Background: an optimization exercise with open tools, aiming at small area and a short achievable clock period. Do not read the settings as production practice.
Function was checked by simulation only, so behaviour that the tests miss may differ from the original.

==> design/flow/design.v <==
module dd_cell (input logic b, input logic m0, input logic m1, input logic m2, output logic n0, output logic n1, output logic n2, output logic c);
    logic w_new_n10, w_new_n12, w_new_n15, w_new_n9;
    g_o21a_1 u0 (.A1(m0), .B1(m2), .A2(b), .X(w_new_n9));
    g_nand2_1 u1 (.A(m0), .B(b), .Y(w_new_n10));
    g_o21ai_0 u2 (.A1(w_new_n10), .A2(m1), .B1(w_new_n9), .Y(n0));
    g_nor2_1 u3 (.A(m0), .B(b), .Y(w_new_n12));
    g_xnor2_1 u4 (.A(w_new_n12), .B(m2), .Y(n1));
    g_o21ai_0 u5 (.A1(m1), .A2(b), .B1(w_new_n10), .Y(n2));
    g_nor2_1 u6 (.A(m2), .B(b), .Y(w_new_n15));
    g_nor2_1 u7 (.A(w_new_n15), .B(m1), .Y(c));
endmodule
module dd_cell_nc (input logic b, input logic m0, input logic m1, input logic m2, output logic n0, output logic n1, output logic n2);
    logic w_new_n11, w_new_n8, w_new_n9;
    g_o21a_1 u0 (.A1(m0), .B1(m2), .A2(b), .X(w_new_n8));
    g_nand2_1 u1 (.A(m0), .B(b), .Y(w_new_n9));
    g_o21ai_0 u2 (.A1(w_new_n9), .A2(m1), .B1(w_new_n8), .Y(n0));
    g_nor2_1 u3 (.A(m0), .B(b), .Y(w_new_n11));
    g_xnor2_1 u4 (.A(w_new_n11), .B(m2), .Y(n1));
    g_o21ai_0 u5 (.A1(m1), .A2(b), .B1(w_new_n9), .Y(n2));
endmodule
module dd_first_en (input logic x0, input logic x1, input logic x2, input logic en, output logic n0, output logic n1, output logic n2, output logic c);
    logic w_new_n10, w_new_n12, w_new_n14, w_new_n9;
    g_nand2b_1 u0 (.A_N(x0), .B(x2), .Y(w_new_n9));
    g_and2_0 u1 (.A(w_new_n9), .B(x1), .X(w_new_n10));
    g_nand2_1 u2 (.A(w_new_n10), .B(en), .Y(n0));
    g_nor2_1 u3 (.A(w_new_n9), .B(x1), .Y(w_new_n12));
    g_o21ai_0 u4 (.A1(w_new_n12), .A2(w_new_n10), .B1(en), .Y(n1));
    g_xor2_1 u5 (.A(x2), .B(x0), .X(w_new_n14));
    g_and2_0 u6 (.A(w_new_n14), .B(en), .X(n2));
    g_o211a_1 u7 (.A1(x1), .B1(en), .C1(x2), .A2(x0), .X(c));
endmodule
module dd_first (input logic x0, input logic x1, input logic x2, output logic n0, output logic n1, output logic n2, output logic c);
    logic w_new_n8;
    g_nand2b_1 u0 (.A_N(x0), .B(x2), .Y(w_new_n8));
    g_nand2_1 u1 (.A(w_new_n8), .B(x1), .Y(n0));
    g_xor2_1 u2 (.A(w_new_n8), .B(x1), .X(n1));
    g_xor2_1 u3 (.A(x2), .B(x0), .X(n2));
    g_o21a_1 u4 (.A1(x1), .B1(x2), .A2(x0), .X(c));
endmodule
module dd_first_nc (input logic x0, input logic x1, input logic x2, output logic n0, output logic n1, output logic n2);
    logic w_new_n7;
    g_nand2b_1 u0 (.A_N(x0), .B(x2), .Y(w_new_n7));
    g_nand2_1 u1 (.A(w_new_n7), .B(x1), .Y(n0));
    g_xor2_1 u2 (.A(w_new_n7), .B(x1), .X(n1));
    g_xor2_1 u3 (.A(x2), .B(x0), .X(n2));
endmodule
module dd_conv16 (
    input  logic [15:0] x,
    input  logic nx,          
    input  logic [2:0] xs,    
    input  logic xs_en,       
    output logic [11:0] m,    
    output logic [3:0] b      
);
    logic nxn;
    assign nxn = ~nx;
    logic [2:0] m1; logic c2;
    dd_first u_m1 (.x0(x[13]), .x1(x[14]), .x2(x[15]), .n0(m1[0]), .n1(m1[1]), .n2(m1[2]), .c(c2));
    logic [2:0] m3; logic c4;
    dd_cell u_m3 (.b(x[12]), .m0(m1[0]), .m1(m1[1]), .m2(m1[2]), .n0(m3[0]), .n1(m3[1]), .n2(m3[2]), .c(c4));
    logic [2:0] m5; logic c6;
    dd_cell u_m5 (.b(x[11]), .m0(m3[0]), .m1(m3[1]), .m2(m3[2]), .n0(m5[0]), .n1(m5[1]), .n2(m5[2]), .c(c6));
    logic [2:0] m7; logic c8;
    dd_cell u_m7 (.b(x[10]), .m0(m5[0]), .m1(m5[1]), .m2(m5[2]), .n0(m7[0]), .n1(m7[1]), .n2(m7[2]), .c(c8));
    logic [2:0] m9; logic c10;
    dd_first u_m9 (.x0(c6), .x1(c4), .x2(c2), .n0(m9[0]), .n1(m9[1]), .n2(m9[2]), .c(c10));
    logic [2:0] m11; logic c12;
    dd_cell u_m11 (.b(x[9]), .m0(m7[0]), .m1(m7[1]), .m2(m7[2]), .n0(m11[0]), .n1(m11[1]), .n2(m11[2]), .c(c12));
    logic [2:0] m13; logic c14;
    dd_cell u_m13 (.b(c8), .m0(m9[0]), .m1(m9[1]), .m2(m9[2]), .n0(m13[0]), .n1(m13[1]), .n2(m13[2]), .c(c14));
    logic [2:0] m15; logic c16;
    dd_cell u_m15 (.b(x[8]), .m0(m11[0]), .m1(m11[1]), .m2(m11[2]), .n0(m15[0]), .n1(m15[1]), .n2(m15[2]), .c(c16));
    logic [2:0] m17; logic c18;
    dd_cell u_m17 (.b(c12), .m0(m13[0]), .m1(m13[1]), .m2(m13[2]), .n0(m17[0]), .n1(m17[1]), .n2(m17[2]), .c(c18));
    logic [2:0] m19; logic c20;
    dd_cell u_m19 (.b(x[7]), .m0(m15[0]), .m1(m15[1]), .m2(m15[2]), .n0(m19[0]), .n1(m19[1]), .n2(m19[2]), .c(c20));
    logic [2:0] m21; logic c22;
    dd_first_en u_m21 (.x0(xs[0]), .x1(xs[1]), .x2(xs[2]), .en(xs_en), .n0(m21[0]), .n1(m21[1]), .n2(m21[2]), .c(c22));
    logic [2:0] m23; logic c24;
    mux_cell u_m23_0 (.s(nx), .sn(nxn), .a(m19[0]), .b(m21[0]), .y(m23[0]));
    mux_cell u_m23_1 (.s(nx), .sn(nxn), .a(m19[1]), .b(m21[1]), .y(m23[1]));
    mux_cell u_m23_2 (.s(nx), .sn(nxn), .a(m19[2]), .b(m21[2]), .y(m23[2]));
    mux_cell u_c24 (.s(nx), .sn(nxn), .a(c20), .b(c22), .y(c24));
    logic [2:0] m25; logic c26;
    dd_cell u_m25 (.b(c16), .m0(m17[0]), .m1(m17[1]), .m2(m17[2]), .n0(m25[0]), .n1(m25[1]), .n2(m25[2]), .c(c26));
    logic [2:0] m27; logic c28;
    dd_first u_m27 (.x0(c18), .x1(c14), .x2(c10), .n0(m27[0]), .n1(m27[1]), .n2(m27[2]), .c(c28));
    logic [2:0] m29; logic c30;
    dd_cell u_m29 (.b(x[6]), .m0(m23[0]), .m1(m23[1]), .m2(m23[2]), .n0(m29[0]), .n1(m29[1]), .n2(m29[2]), .c(c30));
    logic [2:0] m31; logic c32;
    dd_cell u_m31 (.b(c24), .m0(m25[0]), .m1(m25[1]), .m2(m25[2]), .n0(m31[0]), .n1(m31[1]), .n2(m31[2]), .c(c32));
    logic [2:0] m33; logic c34;
    dd_cell u_m33 (.b(c26), .m0(m27[0]), .m1(m27[1]), .m2(m27[2]), .n0(m33[0]), .n1(m33[1]), .n2(m33[2]), .c(c34));
    logic [2:0] m35; logic c36;
    dd_cell u_m35 (.b(x[5]), .m0(m29[0]), .m1(m29[1]), .m2(m29[2]), .n0(m35[0]), .n1(m35[1]), .n2(m35[2]), .c(c36));
    logic [2:0] m37; logic c38;
    dd_cell u_m37 (.b(c30), .m0(m31[0]), .m1(m31[1]), .m2(m31[2]), .n0(m37[0]), .n1(m37[1]), .n2(m37[2]), .c(c38));
    logic [2:0] m39; logic c40;
    dd_cell u_m39 (.b(c32), .m0(m33[0]), .m1(m33[1]), .m2(m33[2]), .n0(m39[0]), .n1(m39[1]), .n2(m39[2]), .c(c40));
    logic [2:0] m41; logic c42;
    dd_cell u_m41 (.b(x[4]), .m0(m35[0]), .m1(m35[1]), .m2(m35[2]), .n0(m41[0]), .n1(m41[1]), .n2(m41[2]), .c(c42));
    logic [2:0] m43; logic c44;
    dd_cell u_m43 (.b(c36), .m0(m37[0]), .m1(m37[1]), .m2(m37[2]), .n0(m43[0]), .n1(m43[1]), .n2(m43[2]), .c(c44));
    logic [2:0] m45; logic c46;
    dd_cell u_m45 (.b(c38), .m0(m39[0]), .m1(m39[1]), .m2(m39[2]), .n0(m45[0]), .n1(m45[1]), .n2(m45[2]), .c(c46));
    logic [2:0] m47;
    dd_first_nc u_m47 (.x0(c40), .x1(c34), .x2(c28), .n0(m47[0]), .n1(m47[1]), .n2(m47[2]));
    logic [2:0] m48; logic c49;
    dd_cell u_m48 (.b(x[3]), .m0(m41[0]), .m1(m41[1]), .m2(m41[2]), .n0(m48[0]), .n1(m48[1]), .n2(m48[2]), .c(c49));
    logic [2:0] m50; logic c51;
    dd_cell u_m50 (.b(c42), .m0(m43[0]), .m1(m43[1]), .m2(m43[2]), .n0(m50[0]), .n1(m50[1]), .n2(m50[2]), .c(c51));
    logic [2:0] m52; logic c53;
    dd_cell u_m52 (.b(c44), .m0(m45[0]), .m1(m45[1]), .m2(m45[2]), .n0(m52[0]), .n1(m52[1]), .n2(m52[2]), .c(c53));
    logic [2:0] m54;
    dd_cell_nc u_m54 (.b(c46), .m0(m47[0]), .m1(m47[1]), .m2(m47[2]), .n0(m54[0]), .n1(m54[1]), .n2(m54[2]));
    logic [2:0] m55; logic c56;
    dd_cell u_m55 (.b(x[2]), .m0(m48[0]), .m1(m48[1]), .m2(m48[2]), .n0(m55[0]), .n1(m55[1]), .n2(m55[2]), .c(c56));
    logic [2:0] m57; logic c58;
    dd_cell u_m57 (.b(c49), .m0(m50[0]), .m1(m50[1]), .m2(m50[2]), .n0(m57[0]), .n1(m57[1]), .n2(m57[2]), .c(c58));
    logic [2:0] m59; logic c60;
    dd_cell u_m59 (.b(c51), .m0(m52[0]), .m1(m52[1]), .m2(m52[2]), .n0(m59[0]), .n1(m59[1]), .n2(m59[2]), .c(c60));
    logic [2:0] m61;
    dd_cell_nc u_m61 (.b(c53), .m0(m54[0]), .m1(m54[1]), .m2(m54[2]), .n0(m61[0]), .n1(m61[1]), .n2(m61[2]));
    logic [2:0] m62; logic c63;
    dd_cell u_m62 (.b(x[1]), .m0(m55[0]), .m1(m55[1]), .m2(m55[2]), .n0(m62[0]), .n1(m62[1]), .n2(m62[2]), .c(c63));
    logic [2:0] m64; logic c65;
    dd_cell u_m64 (.b(c56), .m0(m57[0]), .m1(m57[1]), .m2(m57[2]), .n0(m64[0]), .n1(m64[1]), .n2(m64[2]), .c(c65));
    logic [2:0] m66; logic c67;
    dd_cell u_m66 (.b(c58), .m0(m59[0]), .m1(m59[1]), .m2(m59[2]), .n0(m66[0]), .n1(m66[1]), .n2(m66[2]), .c(c67));
    logic [2:0] m68;
    dd_cell_nc u_m68 (.b(c60), .m0(m61[0]), .m1(m61[1]), .m2(m61[2]), .n0(m68[0]), .n1(m68[1]), .n2(m68[2]));
    assign m[2:0] = m62;
    assign b[0] = x[0];
    assign m[5:3] = m64;
    assign b[1] = c63;
    assign m[8:6] = m66;
    assign b[2] = c65;
    assign m[11:9] = m68;
    assign b[3] = c67;
endmodule
module mul16 (
    input  logic [9:0]  a,
    input  logic        one,    
    input  logic [9:0]  b,
    output logic [15:0] p
);
    logic [9:0] an, bn;
    assign an[0] = ~(one | a[0]);
    assign an[9:1] = {9{one}} | ~a[9:1];
    assign bn = ~b;
    logic [9:0] pp [0:9];
    genvar gi, gj;
    generate for (gi = 0; gi < 10; gi = gi + 1) begin : g_pp
        for (gj = 0; gj < 10; gj = gj + 1) begin : g_ppj
            nor_cell u_pp (.a(an[gi]), .b(bn[gj]), .y(pp[gi][gj]));
        end
    end endgenerate
    logic s1, s2;
    ha_cell u_s1 (.a(pp[0][9]), .b(pp[1][8]), .s(s1), .co(s2));
    logic s3, s4;
    ha_cell u_s3 (.a(pp[1][9]), .b(pp[2][8]), .s(s3), .co(s4));
    logic s5, s6;
    ha_cell u_s5 (.a(pp[0][6]), .b(pp[1][5]), .s(s5), .co(s6));
    logic s7, s8;
    fa_cell u_s7 (.a(pp[0][7]), .b(pp[1][6]), .c(pp[2][5]), .s(s7), .co(s8));
    logic s9, s10;
    ha_cell u_s9 (.a(pp[3][4]), .b(pp[4][3]), .s(s9), .co(s10));
    logic s11, s12;
    fa_cell u_s11 (.a(pp[0][8]), .b(pp[1][7]), .c(pp[2][6]), .s(s11), .co(s12));
    logic s13, s14;
    fa_cell u_s13 (.a(pp[3][5]), .b(pp[4][4]), .c(pp[5][3]), .s(s13), .co(s14));
    logic s15, s16;
    ha_cell u_s15 (.a(pp[6][2]), .b(pp[7][1]), .s(s15), .co(s16));
    logic s17, s18;
    fa_cell u_s17 (.a(s1), .b(pp[2][7]), .c(pp[3][6]), .s(s17), .co(s18));
    logic s19, s20;
    fa_cell u_s19 (.a(pp[4][5]), .b(pp[5][4]), .c(pp[6][3]), .s(s19), .co(s20));
    logic s21, s22;
    fa_cell u_s21 (.a(pp[7][2]), .b(pp[8][1]), .c(pp[9][0]), .s(s21), .co(s22));
    logic s23, s24;
    fa_cell u_s23 (.a(s3), .b(pp[3][7]), .c(pp[4][6]), .s(s23), .co(s24));
    logic s25, s26;
    fa_cell u_s25 (.a(pp[5][5]), .b(pp[6][4]), .c(pp[7][3]), .s(s25), .co(s26));
    logic s27, s28;
    fa_cell u_s27 (.a(pp[8][2]), .b(pp[9][1]), .c(s2), .s(s27), .co(s28));
    logic s29, s30;
    fa_cell u_s29 (.a(pp[2][9]), .b(pp[3][8]), .c(pp[4][7]), .s(s29), .co(s30));
    logic s31, s32;
    fa_cell u_s31 (.a(pp[5][6]), .b(pp[6][5]), .c(pp[7][4]), .s(s31), .co(s32));
    logic s33, s34;
    fa_cell u_s33 (.a(pp[8][3]), .b(pp[9][2]), .c(s4), .s(s33), .co(s34));
    logic s35, s36;
    fa_cell u_s35 (.a(pp[3][9]), .b(pp[4][8]), .c(pp[5][7]), .s(s35), .co(s36));
    logic s37, s38;
    fa_cell u_s37 (.a(pp[6][6]), .b(pp[7][5]), .c(pp[8][4]), .s(s37), .co(s38));
    logic s39, s40;
    fa_cell u_s39 (.a(pp[4][9]), .b(pp[5][8]), .c(pp[6][7]), .s(s39), .co(s40));
    logic s41, s42;
    ha_cell u_s41 (.a(pp[0][4]), .b(pp[1][3]), .s(s41), .co(s42));
    logic s43, s44;
    fa_cell u_s43 (.a(pp[0][5]), .b(pp[1][4]), .c(pp[2][3]), .s(s43), .co(s44));
    logic s45, s46;
    ha_cell u_s45 (.a(pp[3][2]), .b(pp[4][1]), .s(s45), .co(s46));
    logic s47, s48;
    fa_cell u_s47 (.a(s5), .b(pp[2][4]), .c(pp[3][3]), .s(s47), .co(s48));
    logic s49, s50;
    fa_cell u_s49 (.a(pp[4][2]), .b(pp[5][1]), .c(pp[6][0]), .s(s49), .co(s50));
    logic s51, s52;
    fa_cell u_s51 (.a(s7), .b(s9), .c(pp[5][2]), .s(s51), .co(s52));
    logic s53, s54;
    fa_cell u_s53 (.a(pp[6][1]), .b(pp[7][0]), .c(s6), .s(s53), .co(s54));
    logic s55, s56;
    fa_cell u_s55 (.a(s11), .b(s13), .c(s15), .s(s55), .co(s56));
    logic s57, s58;
    fa_cell u_s57 (.a(pp[8][0]), .b(s8), .c(s10), .s(s57), .co(s58));
    logic s59, s60;
    fa_cell u_s59 (.a(s17), .b(s19), .c(s21), .s(s59), .co(s60));
    logic s61, s62;
    fa_cell u_s61 (.a(s12), .b(s14), .c(s16), .s(s61), .co(s62));
    logic s63, s64;
    fa_cell u_s63 (.a(s23), .b(s25), .c(s27), .s(s63), .co(s64));
    logic s65, s66;
    fa_cell u_s65 (.a(s18), .b(s20), .c(s22), .s(s65), .co(s66));
    logic s67, s68;
    fa_cell u_s67 (.a(s29), .b(s31), .c(s33), .s(s67), .co(s68));
    logic s69, s70;
    fa_cell u_s69 (.a(s24), .b(s26), .c(s28), .s(s69), .co(s70));
    logic s71, s72;
    fa_cell u_s71 (.a(s35), .b(s37), .c(pp[9][3]), .s(s71), .co(s72));
    logic s73, s74;
    fa_cell u_s73 (.a(s30), .b(s32), .c(s34), .s(s73), .co(s74));
    logic s75, s76;
    fa_cell u_s75 (.a(s39), .b(pp[7][6]), .c(pp[8][5]), .s(s75), .co(s76));
    logic s77, s78;
    fa_cell u_s77 (.a(pp[9][4]), .b(s36), .c(s38), .s(s77), .co(s78));
    logic s79, s80;
    fa_cell u_s79 (.a(pp[5][9]), .b(pp[6][8]), .c(pp[7][7]), .s(s79), .co(s80));
    logic s81, s82;
    fa_cell u_s81 (.a(pp[8][6]), .b(pp[9][5]), .c(s40), .s(s81), .co(s82));
    logic s83, s84;
    ha_cell u_s83 (.a(pp[0][3]), .b(pp[1][2]), .s(s83), .co(s84));
    logic s85, s86;
    fa_cell u_s85 (.a(s41), .b(pp[2][2]), .c(pp[3][1]), .s(s85), .co(s86));
    logic s87, s88;
    fa_cell u_s87 (.a(s43), .b(s45), .c(pp[5][0]), .s(s87), .co(s88));
    logic s89, s90;
    fa_cell u_s89 (.a(s47), .b(s49), .c(s44), .s(s89), .co(s90));
    logic s91, s92;
    fa_cell u_s91 (.a(s51), .b(s53), .c(s48), .s(s91), .co(s92));
    logic s93, s94;
    fa_cell u_s93 (.a(s55), .b(s57), .c(s52), .s(s93), .co(s94));
    logic s95, s96;
    fa_cell u_s95 (.a(s59), .b(s61), .c(s56), .s(s95), .co(s96));
    logic s97, s98;
    fa_cell u_s97 (.a(s63), .b(s65), .c(s60), .s(s97), .co(s98));
    logic s99, s100;
    fa_cell u_s99 (.a(s67), .b(s69), .c(s64), .s(s99), .co(s100));
    logic s101, s102;
    fa_cell u_s101 (.a(s71), .b(s73), .c(s68), .s(s101), .co(s102));
    logic s103, s104;
    fa_cell u_s103 (.a(s75), .b(s77), .c(s72), .s(s103), .co(s104));
    logic s105, s106;
    fa_cell u_s105 (.a(s79), .b(s81), .c(s76), .s(s105), .co(s106));
    logic s107, s108;
    ha_cell u_s107 (.a(pp[0][2]), .b(pp[1][1]), .s(s107), .co(s108));
    logic s109, s110;
    fa_cell u_s109 (.a(s83), .b(pp[2][1]), .c(pp[3][0]), .s(s109), .co(s110));
    logic s111, s112;
    fa_cell u_s111 (.a(s85), .b(pp[4][0]), .c(s84), .s(s111), .co(s112));
    logic s113, s114;
    fa_cell u_s113 (.a(s87), .b(s42), .c(s86), .s(s113), .co(s114));
    logic s115, s116;
    fa_cell u_s115 (.a(s89), .b(s46), .c(s88), .s(s115), .co(s116));
    logic s117, s118;
    fa_cell u_s117 (.a(s91), .b(s50), .c(s90), .s(s117), .co(s118));
    logic s119, s120;
    fa_cell u_s119 (.a(s93), .b(s54), .c(s92), .s(s119), .co(s120));
    logic s121, s122;
    fa_cell u_s121 (.a(s95), .b(s58), .c(s94), .s(s121), .co(s122));
    logic s123, s124;
    fa_cell u_s123 (.a(s97), .b(s62), .c(s96), .s(s123), .co(s124));
    logic s125, s126;
    fa_cell u_s125 (.a(s99), .b(s66), .c(s98), .s(s125), .co(s126));
    logic s127, s128;
    fa_cell u_s127 (.a(s101), .b(s70), .c(s100), .s(s127), .co(s128));
    logic s129, s130;
    fa_cell u_s129 (.a(s103), .b(s74), .c(s102), .s(s129), .co(s130));
    logic s131, s132;
    fa_cell u_s131 (.a(s105), .b(s78), .c(s104), .s(s131), .co(s132));
    logic s133, s134;
    ha_cell u_s133 (.a(pp[0][1]), .b(pp[1][0]), .s(s133), .co(s134));
    logic s135, s136;
    fa_cell u_s135 (.a(s107), .b(pp[2][0]), .c(s134), .s(s135), .co(s136));
    logic s137, s138;
    fa_cell u_s137 (.a(s109), .b(s108), .c(s136), .s(s137), .co(s138));
    logic s139, s140;
    fa_cell u_s139 (.a(s111), .b(s110), .c(s138), .s(s139), .co(s140));
    logic s141, s142;
    fa_cell u_s141 (.a(s113), .b(s112), .c(s140), .s(s141), .co(s142));
    logic s143, s144;
    fa_cell u_s143 (.a(s115), .b(s114), .c(s142), .s(s143), .co(s144));
    logic s145, s146;
    fa_cell u_s145 (.a(s117), .b(s116), .c(s144), .s(s145), .co(s146));
    logic s147, s148;
    fa_cell u_s147 (.a(s119), .b(s118), .c(s146), .s(s147), .co(s148));
    logic s149, s150;
    fa_cell u_s149 (.a(s121), .b(s120), .c(s148), .s(s149), .co(s150));
    logic s151, s152;
    fa_cell u_s151 (.a(s123), .b(s122), .c(s150), .s(s151), .co(s152));
    logic s153, s154;
    fa_cell u_s153 (.a(s125), .b(s124), .c(s152), .s(s153), .co(s154));
    logic s155, s156;
    fa_cell u_s155 (.a(s127), .b(s126), .c(s154), .s(s155), .co(s156));
    logic s157, s158;
    fa_cell u_s157 (.a(s129), .b(s128), .c(s156), .s(s157), .co(s158));
    logic s159, s160;
    fa_cell u_s159 (.a(s131), .b(s130), .c(s158), .s(s159), .co(s160));
    logic s161;
    xor_cell u_s161 (.a(pp[6][9]), .b(pp[7][8]), .y(s161));
    logic s162;
    xor_cell u_s162 (.a(s161), .b(pp[8][7]), .y(s162));
    logic s163;
    xor_cell u_s163 (.a(s162), .b(pp[9][6]), .y(s163));
    logic s164;
    xor_cell u_s164 (.a(s163), .b(s80), .y(s164));
    logic s165;
    xor_cell u_s165 (.a(s164), .b(s82), .y(s165));
    logic s166;
    xor_cell u_s166 (.a(s165), .b(s106), .y(s166));
    logic s167;
    xor_cell u_s167 (.a(s166), .b(s132), .y(s167));
    logic s168;
    xor_cell u_s168 (.a(s167), .b(s160), .y(s168));
    assign p[0] = pp[0][0];
    assign p[1] = s133;
    assign p[2] = s135;
    assign p[3] = s137;
    assign p[4] = s139;
    assign p[5] = s141;
    assign p[6] = s143;
    assign p[7] = s145;
    assign p[8] = s147;
    assign p[9] = s149;
    assign p[10] = s151;
    assign p[11] = s153;
    assign p[12] = s155;
    assign p[13] = s157;
    assign p[14] = s159;
    assign p[15] = s168;
endmodule
module fa_cell (input logic a, input logic b, input logic c, output logic s, output logic co);
    assign s = a ^ b ^ c;
    assign co = (a & b) | (a & c) | (b & c);
endmodule
module ha_cell (input logic a, input logic b, output logic s, output logic co);
    assign s = a ^ b;
    assign co = a & b;
endmodule
module mux_cell (input logic s, input logic sn, input logic a, input logic b, output logic y);
    assign y = (s & a) | (sn & b);
endmodule
module nor_cell (input logic a, input logic b, output logic y);
    assign y = ~(a | b);
endmodule
module xor_cell (input logic a, input logic b, output logic y);
    assign y = a ^ b;
endmodule
module xnor_cell (input logic a, input logic b, output logic y);
    assign y = ~(a ^ b);
endmodule
module seven_seg_display_driver (input logic b, input logic m0, input logic m1, input logic m2, output logic s0, output logic s1, output logic s2, output logic s3, output logic s4, output logic s5, output logic s6);
    logic w_new_n12, w_new_n14, w_new_n16, w_new_n18, w_new_n19, w_new_n22;
    g_xor2_1 u0 (.A(m1), .B(b), .X(w_new_n12));
    g_nor2_1 u1 (.A(w_new_n12), .B(m2), .Y(s0));
    g_xnor2_1 u2 (.A(m2), .B(b), .Y(w_new_n14));
    g_nor2_1 u3 (.A(w_new_n14), .B(m0), .Y(s1));
    g_inv_1 u4 (.A(b), .Y(w_new_n16));
    g_and3_1 u5 (.A(m2), .B(m1), .C(w_new_n16), .X(s2));
    g_inv_1 u6 (.A(m0), .Y(w_new_n18));
    g_nand3_1 u7 (.A(m2), .B(w_new_n18), .C(b), .Y(w_new_n19));
    g_o21ai_0 u8 (.A1(w_new_n12), .A2(m2), .B1(w_new_n19), .Y(s3));
    g_o21ai_0 u9 (.A1(m2), .A2(m1), .B1(w_new_n16), .Y(s4));
    g_o21ai_0 u10 (.A1(m2), .A2(b), .B1(m1), .Y(w_new_n22));
    g_nand2_1 u11 (.A(w_new_n22), .B(w_new_n19), .Y(s5));
    g_o21ai_0 u12 (.A1(m2), .A2(w_new_n18), .B1(w_new_n19), .Y(s6));
endmodule
module g_o21a_1 (input logic A1, input logic A2, input logic B1, output logic X);
    assign X = (A1&B1) | (A2&B1);
endmodule
module g_nand2_1 (input logic A, input logic B, output logic Y);
    assign Y = (~A) | (~B);
endmodule
module g_o21ai_0 (input logic A1, input logic A2, input logic B1, output logic Y);
    assign Y = (~A1&~A2) | (~B1);
endmodule
module g_nor2_1 (input logic A, input logic B, output logic Y);
    assign Y = (~A&~B);
endmodule
module g_xnor2_1 (input logic A, input logic B, output logic Y);
    assign Y = (~A&~B) | (A&B);
endmodule
module g_inv_1 (input logic A, output logic Y);
    assign Y = (~A);
endmodule
module g_and2_0 (input logic A, input logic B, output logic X);
    assign X = (A&B);
endmodule
module g_nand2b_1 (input logic A_N, input logic B, input logic A, input logic C, output logic Y);
    assign Y = (A_N) | (~B);
endmodule
module g_xor2_1 (input logic A, input logic B, output logic X);
    assign X = (A&~B) | (~A&B);
endmodule
module g_o211a_1 (input logic A1, input logic A2, input logic B1, input logic C1, output logic X);
    assign X = (A1&B1&C1) | (A2&B1&C1);
endmodule
module g_and3_1 (input logic A, input logic B, input logic C, output logic X);
    assign X = (A&B&C);
endmodule
module g_nand3_1 (input logic A, input logic B, input logic C, output logic Y);
    assign Y = (~A) | (~B) | (~C);
endmodule
module fsm_multiplier (
    input wire clk,
    input wire k0,
    input wire k1,
    input wire [9:0] switches,
    output wire [6:0] disp0,
    output wire [6:0] disp1,
    output wire [6:0] disp2,
    output wire [6:0] disp3,
    output reg [9:0] leds
);
    localparam logic [1:0] IDLE = 2'd0, FIRST_NUM = 2'd1, NEXT_NUM = 2'd2, ERROR = 2'd3;
    logic [1:0] pr_state;
    logic prev_k0, prev_k1, k0pressed, k1pressed;
    logic [15:0] num;
    wire is_idle  = ~pr_state[1] & ~pr_state[0];
    wire is_first = ~pr_state[1] &  pr_state[0];
    wire is_next  =  pr_state[1] & ~pr_state[0];
    wire is_err   =  pr_state[1] &  pr_state[0];
    wire [15:0] r = num;
    wire over = r[15] | r[14] | (r[13] & (r[12] | r[11] | (r[10] & r[9] & r[8] & (r[7] | r[6] | r[5] | r[4]))));
    wire [15:0] prod;
    mul16 u_mul (.a(num[9:0]), .one(is_idle), .b(switches), .p(prod));
    always_ff @(posedge clk) begin
        k0pressed <= prev_k0 & ~k0;
        k1pressed <= prev_k1 & ~k1;
        prev_k0 <= k0;
        prev_k1 <= k1;
        if (k1pressed)                          pr_state <= IDLE;
        else if (is_idle & k0pressed)           pr_state <= FIRST_NUM;
        else if (is_first & k0pressed)          pr_state <= NEXT_NUM;
        else if (is_next & over)                pr_state <= ERROR;
        if (is_idle | (is_first & k0pressed)) num <= prod;
    end
    wire idle_or_err;
    xnor_cell u_led0 (.a(pr_state[1]), .b(pr_state[0]), .y(idle_or_err));
    always_comb begin
        leds[0] = idle_or_err;
        leds[1] = pr_state[0];
        leds[2] = pr_state[1];
        leds[9:3] = {7{is_err}};
    end
    wire sel_sw = ~pr_state[1];
    wire [15:0] x = ({16{is_next}} & num) | {9'd0, {7{sel_sw}} & switches[6:0]};
    wire [11:0] m;
    wire [3:0]  b;
    dd_conv16 u_dd (.x(x), .nx(is_next), .xs(switches[9:7]), .xs_en(sel_sw), .m(m), .b(b));
    seven_seg_display_driver hex0 (.b(b[0]), .m0(m[0]),  .m1(m[1]),  .m2(m[2]),  .s0(disp0[0]), .s1(disp0[1]), .s2(disp0[2]), .s3(disp0[3]), .s4(disp0[4]), .s5(disp0[5]), .s6(disp0[6]));
    seven_seg_display_driver hex1 (.b(b[1]), .m0(m[3]),  .m1(m[4]),  .m2(m[5]),  .s0(disp1[0]), .s1(disp1[1]), .s2(disp1[2]), .s3(disp1[3]), .s4(disp1[4]), .s5(disp1[5]), .s6(disp1[6]));
    seven_seg_display_driver hex2 (.b(b[2]), .m0(m[6]),  .m1(m[7]),  .m2(m[8]),  .s0(disp2[0]), .s1(disp2[1]), .s2(disp2[2]), .s3(disp2[3]), .s4(disp2[4]), .s5(disp2[5]), .s6(disp2[6]));
    seven_seg_display_driver hex3 (.b(b[3]), .m0(m[9]),  .m1(m[10]), .m2(m[11]), .s0(disp3[0]), .s1(disp3[1]), .s2(disp3[2]), .s3(disp3[3]), .s4(disp3[4]), .s5(disp3[5]), .s6(disp3[6]));
endmodule
==> design/flow/flow/run.sh <==
#!/bin/bash
set -euo pipefail
export BUFFER_PORTS_ARGS="-buffer_cell sky130_fd_sc_hd__buf_2"
export SETUP_SLACK_MARGIN=10
bash standard.sh > standard.log 2>&1
==> design/flow/standard.sh <==
#!/bin/bash
# synth_recipe.tcl (not shown) runs the flow's synth.tcl, then flattens the netlist and writes it again
# the make line also repeats each setting of config.mk as NAME=value (left out here)
make -C /OpenROAD-flow-scripts/flow DESIGN_CONFIG=/design/flow/config.mk WORK_HOME=/design/flow/orfs CLKGATE_MAP_FILE= SYNTH_SCRIPT=/design/flow/synth_recipe.tcl "${@:-finish}"
==> design/flow/config.mk <==
export PLATFORM = sky130hd
export DESIGN_NAME = fsm_multiplier
export DESIGN_NICKNAME = fsm_multiplier
export VERILOG_FILES = /design/flow/design.v
export SDC_FILE = /design/flow/constraint.sdc
export NUM_CORES = 4
export LEC_CHECK = 0
export CAP_MARGIN = 20
export CORE_MARGIN = 2
export CORE_UTILIZATION = 65
export SLEW_MARGIN = 20
export SYNTH_HIERARCHICAL = 1
==> design/flow/constraint.sdc <==
create_clock -name core_clock -period 22.0 [get_ports {clk}]
set_input_delay 4.4000 -clock core_clock [delete_from_list [all_inputs] [get_ports {clk}]]
set_output_delay 4.4000 -clock core_clock [all_outputs]
set_load 0.01 [all_outputs]
==> results of run 1 <==
==> path summary, 6_finish.rpt <==
kind	startpoint	endpoint	slack [ps]
setup / recovery	switches[7]	disp0[3]	10210
hold / removal	k1pressed	pr_state[0]	450
setup reg to reg	pr_state[0]	num[15]	14250
hold reg to reg	k1pressed	pr_state[0]	450
==> per-module statistics from Yosys (local to each module, per instance), excerpt <==
module / cells inside / flip-flops and latches / copies in the design / cell area, µm²
g_nand3_1: 1 / 0 / 4 / 5.00
xnor_cell: 1 / 0 / 1 / 8.76
g_inv_1: 1 / 0 / 8 / 3.75
dd_conv16: 5 / 0 / 1 / 33.8
mul16: 36 / 0 / 1 / 218
g_xor2_1: 1 / 0 / 13 / 8.76
g_o21a_1: 1 / 0 / 33 / 7.51
g_and3_1: 1 / 0 / 4 / 6.26
g_nand2_1: 1 / 0 / 39 / 3.75
fsm_multiplier: 65 / 22 / 1 / 905
g_and2_0: 1 / 0 / 2 / 6.26
g_nor2_1: 1 / 0 / 93 / 3.75
xor_cell: 1 / 0 / 8 / 8.76
g_o21ai_0: 1 / 0 / 77 / 5.00
==> sequential cells by signal (all words and copies together), names as in the netlist <==
| signal | count |
|---|---|
| prev_k1 | 1 |
| prev_k0 | 1 |
| num | 16 |
| k0pressed | 1 |
| k1pressed | 1 |
| pr_state | 2 |
==> metrics by stage <==
| stage | setup WS [ps] | instances | hold slack (ps) | cell area, µm² |
|---|---|---|---|---|
| global placement | 10300 | 727 | 422 | 4970 |
| CTS | 10100 | 731 | 441 | 5040 |
| global route | 9910 | 734 | 453 | 5310 |
| detailed placement | 10100 | 727 | 427 | 4970 |
| floorplan | 10720 | 606 | 403 | 4820 |
| finish | 10210 | 734 | 445 | 5310 |
==> area by class of cell <==
type                            instances  area (µm²)  share of cell area, %
Multi-Input combinational cell        533        4150                   78.2
Sequential cell                        22         601                   11.3
Timing Repair Buffer                   55         288                   5.42
Tap cell                               99         124                   2.33
Inverter                               21        78.8                   1.48
Clock buffer                            4        66.3                   1.25
==> layer usage <==
metal / wire length (µm) / track usage (%)
met3: 486 / 3.94
met1: 4510 / 34.3
met5: 0 / 0
met2: 5400 / 47.3
met4: 203 / 7.95
==> cell families after synthesis <==
kind of cell             after synthesis
buffers and inverters                 51
AO/OA/AOI/OAI                        127
adder cells (fa/ha/maj)               80
AND/OR/NAND/NOR                      269
XOR/XNOR                              57
flip-flops                            22
==> synthesized netlist by cell type <==
cell	n	share of area, %
edfxtp_1	16	10
ha_1	10	2.6
buf_6	2	0.47
fa_1	70	29
a21oi_1	2	0.21
dfxtp_1	6	2.5
nand2b_1	14	1.8
a22o_1	11	2.0
nand2_1	39	3.0
nor2_1	191	15
and2_1	12	1.6
o21a_1	33	5.1
nor4_1	1	0.13
xnor2_1	36	6.5
nand3_1	4	0.42
o21ai_1	77	8.0
o2111a_1	1	0.23
buf_4	28	4.4
a211oi_2	1	0.26
o21ai_0	1	0.10
and3_1	4	0.52
xor2_1	21	3.8
nor2b_1	3	0.39
o211a_1	1	0.21
nand4_1	1	0.13
inv_1	21	1.6
==> what timing repair did <==
item                                    CTS  global route
buffers inserted                          0             3
hold buffers                              0             0
resized for setup                         0            59
endpoints found under the setup margin    0            28
==> summary.txt, run 1 <==
Outcome
  – Status: complete, no violations

Min path
  – Worst Hold Class: flop to flop
  – Hold depth: 1

Synth
  – Yosys reg bits: 22
  – Synth Area in Compound Gates: 16.2%
  – Syn_nets: 699
  – Post-Synthesis Cells: 606
  – Mux share of post-synthesis cell area: 0%
  – Adder-cell area share of the yosys netlist: 31.7%
  – Post-synthesis cell type count: 26
  – Post-Synth Simple-Gate Area: 22.9%
  – Synthesized area: 4820 µm²
  – XOR/XNOR Fraction of Synth Area: 10.4%
  – Syn Area/Cell: 7.95 µm²
  – Synth Warn #: 9
  – Sequential-to-total area share from yosys stat: 12.5%
  – Largest family of logic cells by synthesized area: adder cells

Clock network
  – Clock latency on the worst-skew pair: 260 ps
  – CTS tree: yes
  – CTS sink cnt: 22
  – Bufs on Longest Clock Path: 2
  – CTS HTree Levels: 1
  – Clk pin slew, worst setup/hold paths: 80 ps
  – Root buf cell: clkbuf_8
  – Total CTS buffers: 3

Floorplanning
  – DIE AREA: 8120 µm²
  – Initial core utilization: 66.8%
  – Core area: 7210 µm²
  – I/O pin cnt: 51
  – FP Rows: 31
  – Die width: 90.1 µm
  – Die Ht: 90.1 µm

Setup path
  – Crit-path leading delay family: compound AO/OA/AOI/OAI gates
  – Slowest library cell on the worst path: a22o_1
  – CP max stage delay: 250 ps
  – Levels on crit path: 22
  – Most used cell, CP: o21ai_4
  – Critical Path End Type: primary output
  – Reg2reg path depth: 18
  – Required @ worst endpoint: 17600 ps
  – Startpoint types: primary input
  – WP data arrival: 7390 ps
  – WP buf/inv: 4
  – CP Max Fanout: 4
  – Critical path, cell by cell: buf_2 -> nand2b_4 -> and2_1 -> nand2_1 -> a22o_1 -> o21a_1 -> o21ai_4 -> nand2_2 -> o21ai_4 -> o21a_1 -> o21ai_4 -> buf_4 -> o21a_1 -> o21ai_2 -> nand2_2 -> o21ai_4 -> nand2_1 -> o21ai_1 -> inv_1 -> nand3_1 -> o21ai_1 -> buf_2
  – Setup CP Type: primary input to primary output

Finish
  – Util after Layout: 73.6%
  – Layout area overhead: 10.2%
  – Most frequent cells in the layout: 174 x nor2_1, 70 x fa_1, 55 x o21ai_1
  – Fill cells: 601
  – Ratio of cells with drive above 1 in the final layout: 18.0%
  – Antenna cells: 0
  – Commonest non-fill, non-tap cell in the layout: nor2_1
  – Nets: 729

Route
  – Via count: 4121
  – DRT iter0 DRCs: 161
  – Drt via density: 5.61
  – Antenna Nets Post-Route: 0
  – DRT Pass-1 Iters: 4
  – # DRC: 0
  – Routed WL per cell: 14.4 µm
  – Final wirelength: 10.6 mm

Timing
  – Max Clk Rate: 84.8 MHz
  – Setup violators final: 0
  – Clock Skews: 5.44 ps
  – Max Slew Vio Count: 0
  – Actual slew at the worst max-slew pin: 835 ps
  – Max_slew headroom: 44.2%
  – RSZ-0062 raised after global routing: true
  – Final hold vios: 0
  – Final period util: 53.6%
  – Setup TNS: 0 ps
  – Minimum clock period: 11790 ps

Global route
  – Grt ovf: 0
  – Antenna violations before repair: 0
  – Number of global-route vias before repair: 4125
  – Largest net degree at the start of global routing: 22
  – First-pass GRT wire length: 18.3 mm
  – Total GRT Usage: 26.8%

Placed design
  – Port bufs: 50
  – Post-DP HPWL: 8.11 mm
  – Gpl congestion: 0.874

Job
  – Max Cap Viol: 0
==> run 2, diff against run 1 <==
==> design/flow/flow/run.sh (replaced) <==
#!/bin/bash
set -euo pipefail
export BUFFER_PORTS_ARGS="-buffer_cell sky130_fd_sc_hd__buf_2"
export SETUP_SLACK_MARGIN=9.5
bash standard.sh > standard.log 2>&1
==> run 2 against run 1 <==
  * Register-to-register slack about the same
  * Flip-flop and latch count unchanged
  * Still clean
  * Final area decreased by 5.1%
  * First-iteration DRC count decreased by 15%
  * Hold slack got worse by 1.0 ps
==> summary.txt, run 2 <==
Finish
  – Fill cells: 633 (was 601)
  – Commonest non-fill, non-tap cell in the layout: nor2_1 (unchanged)
  – Top reg by flops: num (unchanged)
  – Largest regs: num (16), pr_state (2) (unchanged)
  – Max reg flops: 16 (unchanged)
  – Most frequent cells in the layout: 191 x nor2_1, 77 x o21ai_1, 70 x fa_1 (was 174 x nor2_1, 70 x fa_1, 55 x o21ai_1)
  – Antenna cells: 0 (unchanged)
  – Register area: 601 µm² (unchanged)
  – Layout area overhead: 4.62% (was 10.2%)
  – Util after Layout: 69.9% (was 73.6%)
  – Finished Cell Area: 5040 µm² (was 5310 µm²)
  – Ratio of cells with drive above 1 in the final layout: 9.02% (was 18.0%)
  – Area of the multi-input gates: 3910 µm² (was 4150 µm²)
  – Final Non-Filler Cells: 731 (was 734)
  – Nets: 726 (was 729)

Placed design
  – Pre-CTS setup slack: 10100 ps (unchanged)
  – Port bufs: 50 (unchanged)
  – Gpl congestion: 0.874 (unchanged)
  – Post-Place Cells: 727 (unchanged)
  – Placed cell areas: 4970 µm² (unchanged)
  – Post-DP HPWL: 8.11 mm (unchanged)

Timing
  – Final hold vios: 0 (unchanged)
  – Max_slew headroom: 45.1% (was 44.2%)
  – Fin worst setup slack: 10060 ps (was 10210 ps)
  – RSZ-0062 raised after global routing: false (was true)
  – Clock Skews: 5.05 ps (was 5.44 ps)
  – Setup TNS: 0 ps (unchanged)
  – Minimum clock period: 11940 ps (was 11790 ps)
  – Final period util: 54.3% (was 53.6%)
  – Actual slew at the worst max-slew pin: 821 ps (was 835 ps)
  – Hold_ws: 444 ps (was 445 ps)
  – Max Clk Rate: 83.8 MHz (was 84.8 MHz)
  – Max Slew Vio Count: 0 (unchanged)
  – Setup violators final: 0 (unchanged)

Global route
  – Grt ovf: 0 (unchanged)
  – First-pass GRT wire length: 18.3 mm (unchanged)
  – Total GRT Usage: 26.8% (unchanged)
  – Largest net degree at the start of global routing: 22 (unchanged)
  – Antenna violations before repair: 0 (unchanged)
  – Number of global-route vias before repair: 4125 (unchanged)

Setup path
  – Required @ worst endpoint: 17600 ps (about the same)
  – Startpoint types: primary input (unchanged)
  – CP Max Fanout: 8 (was 4)
  – Critical Path End Type: primary output (unchanged)
  – Setup crit start: switches[7] (unchanged)
  – Setup CP Type: primary input to primary output (unchanged)
  – CP max stage delay: 290 ps (was 250 ps)
  – Worst R2R Start: pr_state[0] (unchanged)
  – Slowest library cell on the worst path: o21ai_1 (was a22o_1)
  – Critical path, cell by cell: buf_2 -> nand2b_1 -> and2_1 -> nand2_1 -> a22o_1 -> nand2_1 -> o21ai_1 -> nand2_1 -> o21ai_1 -> nor2_1 -> nor2_1 -> nor2_1 -> nor2_1 -> nand2_1 -> o21ai_1 -> nand2_1 -> o21ai_1 -> nand3_1 -> o21ai_1 -> buf_2 (was buf_2 -> nand2b_4 -> and2_1 -> nand2_1 -> a22o_1 -> o21a_1 -> o21ai_4 -> nand2_2 -> o21ai_4 -> o21a_1 -> o21ai_4 -> buf_4 -> o21a_1 -> o21ai_2 -> nand2_2 -> o21ai_4 -> nand2_1 -> o21ai_1 -> inv_1 -> nand3_1 -> o21ai_1 -> buf_2)
  – WP data arrival: 7540 ps (was 7390 ps)

Synth
  – Cell type with the largest total area after synthesis: fa_1 (unchanged)
  – Most used DFF post-synth: edfxtp_1 (unchanged)
  – Syn Area/Cell: 7.95 µm² (unchanged)
  – Yosys reg bits: 22 (unchanged)
  – Most common cell in the netlist: nor2_1 (unchanged)
  – Synthesized area: 4820 µm² (unchanged)
  – Syn_nets: 699 (unchanged)
  – Most common library cells after synthesis: 191 x nor2_1, 77 x o21ai_1, 70 x fa_1 (unchanged)
  – Post-Synthesis Cells: 606 (unchanged)
  – Post-synthesis cell type count: 26 (unchanged)
  – Top cells by area, synth: fa_1 29%, nor2_1 15%, edfxtp_1 10% (unchanged)
  – Synth Warn #: 9 (unchanged)
  – Ys async rst share: 0% (unchanged)
  – Sequential-to-total area share from yosys stat: 12.5% (unchanged)
  – Post-synth EDFFs: 16 (unchanged)
  – Synth top area share: 29.1% (unchanged)

Clock network
  – Total CTS buffers: 3 (unchanged)
  – CTS sink cnt: 22 (unchanged)
  – Root buf cell: clkbuf_8 (unchanged)
  – # resized after CTS: 0 (unchanged)
  – Post-CTS Setup Bufs: 0 (unchanged)
  – Bufs on Longest Clock Path: 2 (unchanged)
  – Clk pin slew, worst setup/hold paths: 80 ps (about the same)
  – CTS tree: yes (unchanged)
  – Cts hold-fix bufs: 0 (unchanged)
  – Clock latency on the worst-skew pair: 260 ps (about the same)
  – CTS HTree Levels: 1 (unchanged)

Route
  – DRT Pass-1 Iters: 5 (was 4)
  – Final wirelength: 10.2 mm (was 10.6 mm)
  – Drt via density: 5.54 (was 5.61)
  – Via count: 4049 (was 4121)
  – # DRC: 0 (unchanged)
  – Antenna Nets Post-Route: 0 (unchanged)
  – Routed WL per cell: 13.9 µm (was 14.4 µm)
  – DRT iter0 DRCs: 137 (was 161)

Floorplanning
  – FP Rows: 31 (unchanged)
  – I/O pin cnt: 51 (unchanged)
  – Die Ht: 90.1 µm (unchanged)
  – DIE AREA: 8120 µm² (unchanged)
  – Core area: 7210 µm² (unchanged)
  – Die width: 90.1 µm (unchanged)
  – Initial core utilization: 66.8% (unchanged)

Min path
  – Worst Hold Class: flop to flop (unchanged)
  – HP Start: k1pressed (unchanged)

Job
  – Max Cap Viol: 0 (unchanged)

Outcome
  – Status: complete, no violations (unchanged)
## run 2: cell counts after synthesis
Identical to the previous run, type by type.
## run 2: logic make-up (layout without fill, tap and decap cells)
family	Yosys count	count (layout)	synth area share [%]
flops	22	22	12.5
simple gates	269	269	22.9
buf+inv	51	77	6.47
fa+ha+maj	80	80	31.7
compound gates	127	127	16.2
xor+xnor	57	57	10.4
## run 2: modules after synthesis (local to each module, per instance), a selection
module | flip-flops and latches | cells
g_and3_1 | 0 | 1
g_nand3_1 | 0 | 1
g_nand2_1 | 0 | 1
g_xor2_1 | 0 | 1
g_inv_1 | 0 | 1
g_xnor2_1 | 0 | 1
g_nor2_1 | 0 | 1
nor_cell | 0 | 1
g_o21ai_0 | 0 | 1
g_nand2b_1 | 0 | 1
mul16 | 0 | 36
mux_cell | 0 | 1
## run 2: final cells by class
| class | instances | area share (%) |
|---|---|---|
| Timing Repair Buffer | 52 | 5.26 |
| Multi-Input combinational cell | 533 | 77.5 |
| Tap cell | 99 | 2.46 |
| Clock buffer | 4 | 1.32 |
| Inverter | 21 | 1.56 |
| Sequential cell | 22 | 11.9 |
## run 2: critical path, delay by kind of cell
| kind | cells | cell delay (ps) |
|---|---|---|
| and+or+nand+nor | 12 | 1650 |
| AOI/OAI and AO/OA | 6 | 1210 |
| buffers and inverters | 2 | 260 |
## run 2: metal layers
layer	GRT usage [%]	vias to the layer above	routed length (µm)
met1	34.3	1912	4500
met3	3.94	19	515
li1	-	2017	-
met4	7.95	0	201
met2	47.3	101	4980
met5	0	-	0
## run 2: path summary, 6_finish.rpt
path / cells after the start / end / slack (ps)
worst max-delay path: 20 / disp2[3] / 10060
worst min-delay path: 1 / pr_state[0] / 440
worst max register to register: 18 / num[15] / 14250
worst min register to register: 1 / pr_state[0] / 440

==> static timing again, ports no longer ideal <==
In the flow no input, the clock included, has a driving cell. The finished layouts below were timed again as built, in two steps. Step 1 assumes that a clkbuf_16 drives the clock port and a buf_2 every other input. Step 2, shift: input delay + t, output delay - t, t = (earliest + latest rising clock arrival at the registers) / 2. This alone moves slack from input paths to output paths. Slacks: no drivers / after step 1 / after step 2; pairs: no drivers / after step 1.
run	t, ns	setup WS [ns]	slew at the worst register clock pin (ns)	worst slew at a driven data input, ns	cell pins on the clock port's net
run 1	0.288	10.206 / 10.167 / 10.167	0.08 / 0.08	0.05	1
run 2	0.288	10.060 / 10.026 / 10.026	0.08 / 0.08	0.05	1
After both steps every run listed still meets setup and hold. For run 1, which loses most, drivers alone change the setup slack by -0.039 ns; drivers and shift together by -0.039 ns.
